Context: an optimization exercise on an open-source flow, tuned for small area and a short achievable clock period. The choices shown serve that exercise and are no tape-out recipe. Only simulation tests tie the RTL to the original design; equivalence was not proved. Power figures rest on the tool's default switching activity, not on a simulated workload.

run C:
==> flow/design.v <==
module ALU(
  input  wire[3:0]  OPC,
  input  wire[15:0] IN1,
  input  wire[15:0] IN2,
  input  wire       ICF,
  output wire[15:0] OUT,
  output wire       OCF
);
  wire [15:0] lx = IN1 ^ IN2;
  wire [15:0] la = IN1 & IN2;
  reg  [15:0] G, P, Gn, Pn;
  integer i, l;
  always @(*) begin
    G = {la[15:1], la[0] | (lx[0] & ICF)};
    P = lx;
    for (l = 0; l < 4; l = l + 1) begin
      Gn = G; Pn = P;
      for (i = 0; i < 16; i = i + 1)
        if (i >= (1 << l)) begin
          Gn[i] = G[i] | (P[i] & G[i - (1 << l)]);
          Pn[i] = P[i] & P[i - (1 << l)];
        end
      G = Gn; P = Pn;
    end
  end
  wire [16:0] sum = {G[15], lx ^ {G[14:0], ICF}};
  wire [3:0]  sa   = IN2[3:0];
  wire        left = ~OPC[1];
  wire [3:0]  k    = sa ^ {4{left}};
  wire [15:0] r1 = k[0] ? {IN1[0],   IN1[15:1]} : IN1;
  wire [15:0] r2 = k[1] ? {r1[1:0],  r1[15:2]}  : r1;
  wire [15:0] r3 = k[2] ? {r2[3:0],  r2[15:4]}  : r2;
  wire [15:0] r4 = k[3] ? {r3[7:0],  r3[15:8]}  : r3;
  wire        fill = OPC[0] & IN1[15];
  wire [15:0] t;    
  wire [15:0] sh;
  genvar j;
  generate
    for (j = 0; j < 16; j = j + 1) begin : g_sh
      assign t[j]  = (j >= sa);
      assign sh[j] = left ? (t[j] & r4[(j+1)%16])
                          : (t[15-j] ? r4[j] : fill);
    end
  endgenerate
  wire        snz = |sa;
  wire selSum = ~OPC[3] & ~OPC[2] & OPC[0];
  wire cEn    = ~OPC[3] & ~OPC[2] & ~OPC[1] & OPC[0];
  wire selX   = ~OPC[3] &  OPC[2] & ~OPC[0];
  wire selA   = ~OPC[3] &  OPC[2] & (OPC[1] | OPC[0]);
  wire selSh  =  OPC[3];
  assign OUT = ({16{selSum}} & sum[15:0])
             | ({16{selX}}   & lx)
             | ({16{selA}}   & la)
             | ({16{selSh}}  & sh);
  assign OCF = (cEn & sum[16])
             | (selSh & snz & (left ? r4[1] : r4[15]));
endmodule
module DCPU(
  input  wire       CLK,
  input  wire       RST,
  input  wire       EN,
  input  wire       Start,
  output wire[7:0]  InstMemAddr,
  input  wire[15:0] Inst,
  output wire[7:0]  DataMemAddr,
  input  wire[15:0] DataIn,
  output wire       DataMemWE,
  output wire[15:0] DataOut
);
  localparam [4:0] NOP  = 5'b00000, HALT = 5'b00001, LOAD = 5'b00010,
                   STORE= 5'b00011, CMP  = 5'b00100, BE   = 5'b00101,
                   JUMP = 5'b00110, JMPR = 5'b00111, BZ   = 5'b01000,
                   BNZ  = 5'b01001, BN   = 5'b01010, BNN  = 5'b01011,
                   BC   = 5'b01100, BNC  = 5'b01101, BB   = 5'b01110,
                   BS   = 5'b01111, ADD  = 5'b10000, ADDI = 5'b10001,
                   ADDC = 5'b10010, SUB  = 5'b10011, SUBI = 5'b10100,
                   SUBB = 5'b10101, INC  = 5'b10110, LDIL = 5'b10111,
                   LDIH = 5'b11000, XOR  = 5'b11001, AND  = 5'b11010,
                   OR   = 5'b11011, SLL  = 5'b11100, SLA  = 5'b11101,
                   SRL  = 5'b11110, SRA  = 5'b11111;
  localparam [3:0] A_ZERO = 4'b0000, A_ADD = 4'b0001, A_SUB = 4'b0011,
                   A_XOR  = 4'b0100, A_AND = 4'b0101, A_OR  = 4'b0110,
                   A_SLL  = 4'b1000, A_SRL = 4'b1010, A_SRA = 4'b1011;
  reg        state;           
  reg [7:0]  PC;
  reg        PCSt;
  reg [1:0]  BrSt;
  reg [15:0] IDIR;
  reg [4:0]  EXop;            
  reg [2:0]  EXrd;            
  reg [3:0]  EXOP;            
  reg        EXCF;            
  reg [15:0] EXRA, EXRB, EXSD;
  reg [4:0]  MRop;
  reg [2:0]  MRrd;
  reg [15:0] MRRC;
  reg        MRCF;
  reg        MRDW;
  reg [15:0] MRSD;
  reg        WBwe;            
  reg        WBhalt;          
  reg [2:0]  WBrd;
  reg [15:0] WBRC;
  reg [15:0] GR [0:7];
  wire [15:0] ALUOUT;
  wire        ALUOCF;
  ALU ALUM(.OPC(EXOP), .IN1(EXRA), .IN2(EXRB), .ICF(EXCF),
           .OUT(ALUOUT), .OCF(ALUOCF));
  assign InstMemAddr = PC;
  assign DataMemAddr = MRRC[7:0];
  assign DataMemWE   = MRDW;
  assign DataOut     = MRSD;
  wire run = state;
  always @(posedge CLK, posedge RST)
    if (RST) state <= 1'b0;
    else if (!state) state <= EN & Start;
    else             state <= EN & ~WBhalt;
  wire ctrlInst = (Inst[15:14] == 2'b01) | (Inst[15:11] == BE) |
                  (Inst[15:11] == JUMP)  | (Inst[15:11] == JMPR);
  wire mrZ = (MRRC == 16'b0);
  wire mrN = MRRC[15];
  wire take = (MRop == JUMP) | (MRop == JMPR) |
              (((MRop == BZ) | (MRop == BE)) &  mrZ) |
              ((MRop == BNZ) & ~mrZ) |
              (((MRop == BN) | (MRop == BS)) &  mrN) |
              (((MRop == BNN) | (MRop == BB)) & ~mrN) |
              ((MRop == BC)  &  MRCF) |
              ((MRop == BNC) & ~MRCF);
  wire stall = (Inst == 16'h0002) & ~PCSt;
  wire [15:0] nI   = (BrSt == 2'b00) ? Inst : 16'b0;
  wire [4:0]  nop  = nI[15:11];
  wire        nImm8 = (nop == BE) | (nop == JMPR) | (nop[4:3] == 2'b01) |
                      (nop == ADDI) | (nop == SUBI);
  wire [2:0]  nA   = nImm8 ? nI[10:8] : nI[6:4];
  wire [2:0]  nB   = (nop == STORE) ? nI[10:8] : nI[2:0];
  wire        wEX  = IDIR[15];
  wire        wMR  = EXop[4] | (EXop == LOAD);
  wire        wWB  = MRop[4] | (MRop == LOAD);
  wire        nSt   = (nop == STORE);
  wire        nLdi  = (nop == JUMP) | (nop == LDIL) | (nop == LDIH);
  wire        nRegB = ~((nop == LOAD) | nSt | nImm8 | nLdi | (nop == INC));
  reg         fAEX, fAMR, fAWB, fBEX, fBMR, fBWB;
  reg  [2:0]  IDa, IDb;       
  reg         IDregA;         
  reg         IDregB;         
  reg         IDst;           
  always @(posedge CLK, posedge RST)
    if (RST) begin
      fAEX <= 1'b0; fAMR <= 1'b0; fAWB <= 1'b0;
      fBEX <= 1'b0; fBMR <= 1'b0; fBWB <= 1'b0;
      IDa <= 3'b0; IDb <= 3'b0;
      IDregA <= 1'b1; IDregB <= 1'b1; IDst <= 1'b0;
    end else if (run) begin
      IDa    <= nA;
      IDb    <= nB;
      IDregA <= ~nLdi;
      IDregB <= nRegB;
      IDst   <= nSt;
      fAEX <= wEX & (nA == IDIR[10:8]);
      fAMR <= wMR & (nA == EXrd);
      fAWB <= wWB & (nA == MRrd);
      fBEX <= wEX & (nB == IDIR[10:8]);
      fBMR <= wMR & (nB == EXrd);
      fBWB <= wWB & (nB == MRrd);
    end
  always @(posedge CLK, posedge RST)
    if (RST) begin
      IDIR <= 16'b0; PC <= 8'b0; PCSt <= 1'b0; BrSt <= 2'b0;
    end else if (run) begin
      IDIR <= (BrSt == 2'b00) ? Inst : 16'b0;
      BrSt <= (BrSt == 2'b00) ? {1'b0, ctrlInst} : BrSt + 2'b01;
      if (take) begin
        PC <= MRRC[7:0]; PCSt <= 1'b0;
      end else if (stall) begin
        PCSt <= 1'b1;
      end else begin
        if (BrSt == 2'b00) PC <= PC + 8'd1;
        PCSt <= 1'b0;
      end
    end
  wire [4:0] iop = IDIR[15:11];
  wire [2:0] r1  = IDIR[10:8];
  wire [2:0] r2  = IDIR[6:4];
  wire [2:0] r3  = IDIR[2:0];
  wire d_ls    = (iop == LOAD) | (iop == STORE);
  wire d_store = (iop == STORE);
  wire d_imm8  = (iop == BE) | (iop == JMPR) | (iop[4:3] == 2'b01) |
                 (iop == ADDI) | (iop == SUBI);
  wire d_ldi   = (iop == JUMP) | (iop == LDIL) | (iop == LDIH);
  wire d_inc   = (iop == INC);
  wire regAu = IDregA;
  wire wbA   = fAWB & WBwe;
  wire wbB   = fBWB & WBwe;
  wire sAEX  = regAu & fAEX;
  wire sAMRa = regAu & ~fAEX & fAMR &  MRop[4];
  wire sAMRl = regAu & ~fAEX & fAMR & ~MRop[4];
  wire sAWB  = regAu & ~fAEX & ~fAMR & wbA;
  wire sAGR  = regAu & ~fAEX & ~fAMR & ~wbA;
  wire regBu = 1'b1;
  wire sBEX  = regBu & fBEX;
  wire sBMRa = regBu & ~fBEX & fBMR &  MRop[4];
  wire sBMRl = regBu & ~fBEX & fBMR & ~MRop[4];
  wire sBWB  = regBu & ~fBEX & ~fBMR & wbB;
  wire sBGR  = regBu & ~fBEX & ~fBMR & ~wbB;
  reg [15:0] grA, grB;
  integer n;
  always @(*) begin
    grA = 16'b0; grB = 16'b0;
    for (n = 0; n < 8; n = n + 1) begin
      grA = grA | ({16{IDa == n}} & GR[n]);
      grB = grB | ({16{IDb == n}} & GR[n]);
    end
  end
  wire [15:0] fwdA = ({16{sAEX}}  & ALUOUT) | ({16{sAMRa}} & MRRC) |
                     ({16{sAMRl}} & DataIn) | ({16{sAWB}}  & WBRC) | ({16{sAGR}} & grA);
  wire [15:0] fwdB = ({16{sBEX}}  & ALUOUT) | ({16{sBMRa}} & MRRC) |
                     ({16{sBMRl}} & DataIn) | ({16{sBWB}}  & WBRC) | ({16{sBGR}} & grB);
  wire [15:0] immB = d_ls               ? {12'b0, IDIR[3:0]} :
                     (iop == LDIH)      ? {IDIR[7:0], 8'b0}  :
                     (d_imm8 | d_ldi)   ? {8'b0, IDIR[7:0]}  : 16'b0;
  reg [3:0] dop;
  always @(*)
    case (iop)
      CMP:                    dop = A_ZERO;
      SUB, SUBI, SUBB:        dop = A_SUB;
      XOR:                    dop = A_XOR;
      AND:                    dop = A_AND;
      OR:                     dop = A_OR;
      SLL, SLA:               dop = A_SLL;
      SRL:                    dop = A_SRL;
      SRA:                    dop = A_SRA;
      default:                dop = A_ADD;
    endcase
  wire dcf = ((iop == ADDC) &  MRCF) | ((iop == SUBB) & ~MRCF) |
             (iop == SUB) | (iop == SUBI) | (iop == INC);
  always @(posedge CLK, posedge RST)
    if (RST) begin
      EXop <= 5'b0; EXrd <= 3'b0; EXOP <= A_ZERO; EXCF <= 1'b0;
      EXRA <= 16'b0; EXRB <= 16'b0; EXSD <= 16'b0;
    end else if (run) begin
      EXop <= iop;
      EXrd <= r1;
      EXOP <= dop;
      EXCF <= dcf;
      EXRA <= fwdA;
      EXRB <= (({16{IDregB}} & fwdB) | immB) ^ {16{dop == A_SUB}};
      EXSD <= {16{IDst}} & fwdB;
    end
  always @(posedge CLK, posedge RST)
    if (RST) begin
      MRop <= 5'b0; MRrd <= 3'b0; MRRC <= 16'b0; MRCF <= 1'b0;
      MRDW <= 1'b0; MRSD <= 16'b0;
    end else if (run) begin
      MRop <= EXop;
      MRrd <= EXrd;
      MRRC <= ALUOUT;
      MRCF <= ALUOCF;
      MRDW <= (EXop == STORE);
      MRSD <= EXSD;
    end
  always @(posedge CLK, posedge RST)
    if (RST) begin
      WBwe <= 1'b0; WBhalt <= 1'b0; WBrd <= 3'b0; WBRC <= 16'b0;
    end else begin
      WBwe   <= run & wWB;
      WBhalt <= run & (MRop == HALT);
      WBrd   <= MRrd;
      WBRC   <= (MRop == LOAD) ? DataIn : MRRC;
    end
  genvar g;
  generate
    for (g = 0; g < 8; g = g + 1) begin : g_gr
      always @(posedge CLK, posedge RST)
        if (RST)                              GR[g] <= 16'b0;
        else if (run & WBwe & (WBrd == g))    GR[g] <= WBRC;
    end
  endgenerate
endmodule
make LEC_CHECK=0 ABC_AREA=1 CAP_MARGIN=20 CORE_MARGIN=2 CORE_UTILIZATION=40 SETUP_SLACK_MARGIN=2.5 SLEW_MARGIN=20 finish   # period 5.0 ns
run.sh (not shown) runs the stock make flow with config.mk's settings and CLKGATE_MAP_FILE= SYNTH_SCRIPT=/design/flow/synth_recipe.tcl, a recipe that flattens the netlist after the stock synthesis.
Relative to run C, the following input files were edited for run E:
--- a/flow/design.v
+++ b/flow/design.v
@@ -137,25 +137,25 @@
   wire        wMR  = EXop[4] | (EXop == LOAD);
   wire        wWB  = MRop[4] | (MRop == LOAD);
   wire        nSt   = (nop == STORE);
   wire        nLdi  = (nop == JUMP) | (nop == LDIL) | (nop == LDIH);
   wire        nRegB = ~((nop == LOAD) | nSt | nImm8 | nLdi | (nop == INC));
   reg         fAEX, fAMR, fAWB, fBEX, fBMR, fBWB;
-  reg  [2:0]  IDa, IDb;       
+  reg  [7:0]  IDa, IDb;       
   reg         IDregA;         
   reg         IDregB;         
   reg         IDst;           
   always @(posedge CLK, posedge RST)
     if (RST) begin
       fAEX <= 1'b0; fAMR <= 1'b0; fAWB <= 1'b0;
       fBEX <= 1'b0; fBMR <= 1'b0; fBWB <= 1'b0;
-      IDa <= 3'b0; IDb <= 3'b0;
+      IDa <= 8'b1; IDb <= 8'b1;
       IDregA <= 1'b1; IDregB <= 1'b1; IDst <= 1'b0;
     end else if (run) begin
-      IDa    <= nA;
-      IDb    <= nB;
+      IDa    <= 8'b1 << nA;
+      IDb    <= 8'b1 << nB;
       IDregA <= ~nLdi;
       IDregB <= nRegB;
       IDst   <= nSt;
       fAEX <= wEX & (nA == IDIR[10:8]);
       fAMR <= wMR & (nA == EXrd);
       fAWB <= wWB & (nA == MRrd);
@@ -204,14 +204,14 @@
   wire sBGR  = regBu & ~fBEX & ~fBMR & ~wbB;
   reg [15:0] grA, grB;
   integer n;
   always @(*) begin
     grA = 16'b0; grB = 16'b0;
     for (n = 0; n < 8; n = n + 1) begin
-      grA = grA | ({16{IDa == n}} & GR[n]);
-      grB = grB | ({16{IDb == n}} & GR[n]);
+      grA = grA | ({16{IDa[n]}} & GR[n]);
+      grB = grB | ({16{IDb[n]}} & GR[n]);
     end
   end
   wire [15:0] fwdA = ({16{sAEX}}  & ALUOUT) | ({16{sAMRa}} & MRRC) |
                      ({16{sAMRl}} & DataIn) | ({16{sAWB}}  & WBRC) | ({16{sAGR}} & grA);
   wire [15:0] fwdB = ({16{sBEX}}  & ALUOUT) | ({16{sBMRa}} & MRRC) |
                      ({16{sBMRl}} & DataIn) | ({16{sBWB}}  & WBRC) | ({16{sBGR}} & grB);
[summary]
Summary of run E over run C: logic depth of the worst register-to-register path moved down, count of fill cells added during filler insertion higher, global-route wire length before repair went down about 4%, die height now larger. Routed wire in run E totals less than in run C. Run C -> run E: flip-flop and latch count after synthesis increased by a few percent. Cmp run E vs run C: global-route met1 utilization lower in run E. In run E, sequential share of layout area is higher than in run C.

* * *

// DCPU: RTL as listed in full above, without the edits since
clock: 5.0 ns
lec_check: 0
abc_area: 1
cap_margin: 20
core_margin: 2
core_utilization: 40
setup_slack_margin: 1.5
slew_margin: 20
==> next run, changes <==
--- a/flow/design.v
+++ b/flow/design.v
@@ -137,24 +137,10 @@
   wire        wMR  = EXop[4] | (EXop == LOAD);
   wire        wWB  = MRop[4] | (MRop == LOAD);
-  wire        nSt   = (nop == STORE);
-  wire        nLdi  = (nop == JUMP) | (nop == LDIL) | (nop == LDIH);
-  wire        nRegB = ~((nop == LOAD) | nSt | nImm8 | nLdi | (nop == INC));
   reg         fAEX, fAMR, fAWB, fBEX, fBMR, fBWB;
-  reg  [2:0]  IDa, IDb;       
-  reg         IDregA;         
-  reg         IDregB;         
-  reg         IDst;           
   always @(posedge CLK, posedge RST)
     if (RST) begin
       fAEX <= 1'b0; fAMR <= 1'b0; fAWB <= 1'b0;
       fBEX <= 1'b0; fBMR <= 1'b0; fBWB <= 1'b0;
-      IDa <= 3'b0; IDb <= 3'b0;
-      IDregA <= 1'b1; IDregB <= 1'b1; IDst <= 1'b0;
-    end else if (run) begin
-      IDa    <= nA;
-      IDb    <= nB;
-      IDregA <= ~nLdi;
-      IDregB <= nRegB;
-      IDst   <= nSt;
+    end else if (run) begin
       fAEX <= wEX & (nA == IDIR[10:8]);
       fAMR <= wMR & (nA == EXrd);
@@ -189,5 +175,9 @@
   wire d_ldi   = (iop == JUMP) | (iop == LDIL) | (iop == LDIH);
   wire d_inc   = (iop == INC);
-  wire regAu = IDregA;
+  wire regA    = ~d_ldi;
+  wire regB    = ~(d_ls | d_imm8 | d_ldi | d_inc);
+  wire [2:0] iA = d_imm8  ? r1 : r2;
+  wire [2:0] iB = d_store ? r1 : r3;
+  wire regAu = regA;
   wire wbA   = fAWB & WBwe;
   wire wbB   = fBWB & WBwe;
@@ -197,10 +187,9 @@
   wire sAWB  = regAu & ~fAEX & ~fAMR & wbA;
   wire sAGR  = regAu & ~fAEX & ~fAMR & ~wbA;
-  wire regBu = 1'b1;
-  wire sBEX  = regBu & fBEX;
-  wire sBMRa = regBu & ~fBEX & fBMR &  MRop[4];
-  wire sBMRl = regBu & ~fBEX & fBMR & ~MRop[4];
-  wire sBWB  = regBu & ~fBEX & ~fBMR & wbB;
-  wire sBGR  = regBu & ~fBEX & ~fBMR & ~wbB;
+  wire sBEX  = fBEX;
+  wire sBMRa = ~fBEX & fBMR &  MRop[4];
+  wire sBMRl = ~fBEX & fBMR & ~MRop[4];
+  wire sBWB  = ~fBEX & ~fBMR & wbB;
+  wire sBGR  = ~fBEX & ~fBMR & ~wbB;
   reg [15:0] grA, grB;
   integer n;
@@ -208,12 +197,12 @@
     grA = 16'b0; grB = 16'b0;
     for (n = 0; n < 8; n = n + 1) begin
-      grA = grA | ({16{IDa == n}} & GR[n]);
-      grB = grB | ({16{IDb == n}} & GR[n]);
+      grA = grA | ({16{sAGR & (iA == n)}} & GR[n]);
+      grB = grB | ({16{sBGR & (iB == n)}} & GR[n]);
     end
   end
   wire [15:0] fwdA = ({16{sAEX}}  & ALUOUT) | ({16{sAMRa}} & MRRC) |
-                     ({16{sAMRl}} & DataIn) | ({16{sAWB}}  & WBRC) | ({16{sAGR}} & grA);
+                     ({16{sAMRl}} & DataIn) | ({16{sAWB}}  & WBRC) | grA;
   wire [15:0] fwdB = ({16{sBEX}}  & ALUOUT) | ({16{sBMRa}} & MRRC) |
-                     ({16{sBMRl}} & DataIn) | ({16{sBWB}}  & WBRC) | ({16{sBGR}} & grB);
+                     ({16{sBMRl}} & DataIn) | ({16{sBWB}}  & WBRC) | grB;
   wire [15:0] immB = d_ls               ? {12'b0, IDIR[3:0]} :
                      (iop == LDIH)      ? {IDIR[7:0], 8'b0}  :
@@ -244,6 +233,6 @@
       EXCF <= dcf;
       EXRA <= fwdA;
-      EXRB <= (({16{IDregB}} & fwdB) | immB) ^ {16{dop == A_SUB}};
-      EXSD <= {16{IDst}} & fwdB;
+      EXRB <= (({16{regB}} & fwdB) | immB) ^ {16{dop == A_SUB}};
+      EXSD <= {16{d_store}} & fwdB;
     end
   always @(posedge CLK, posedge RST)
The new run went through all stages and came out clean.
Die area went up by 1.7%.
Final area went up by 3.0%.
Routed wire length went up by 5.9%.
Total power went up by 3.8%.
Fmax is about the same.
Global-route usage went up by 1.1 points.
Via count went up by 4.0%.
Area after synthesis went up by 1.7%.
Sequential power went down by about 3%.

==> re-timing with driven ports <==
In the flow no input, the clock included, has a driving cell. The finished layouts below were timed again as built, in two steps.
Step 1 assumes that a clkbuf_16 drives the clock port and a buf_2 every other input.
Step 2 moves the port delays by t, midway between the first and last clock arrival at a register: inputs arrive t later, outputs are due t later. That takes back most of the time a late clock gives input paths.
Slacks: ideal / step 1 / step 2; pairs: ideal / step 1.
run	t, ns	slack for setup (ns)	worst setup path after step 2	clock arrival spread, ns	worst slew at a driven data input, ns
run C	0.591	2.421 / 2.421 / 2.098	input to register	0.019 / 0.019	0.05
run E	0.589	2.356 / 2.356 / 2.128	input to register	0.019 / 0.019	0.05
the first run of note 2	0.585	1.610 / 1.610 / 1.376	input to register	0.019 / 0.018	0.05
the second run of note 2	0.591	1.611 / 1.611 / 1.611	register to register	0.030 / 0.030	0.05
After both steps every run listed still meets setup and hold. The setup slack of run C, which loses most, moves by 0.000 ns with the drivers and by -0.323 ns with both steps.
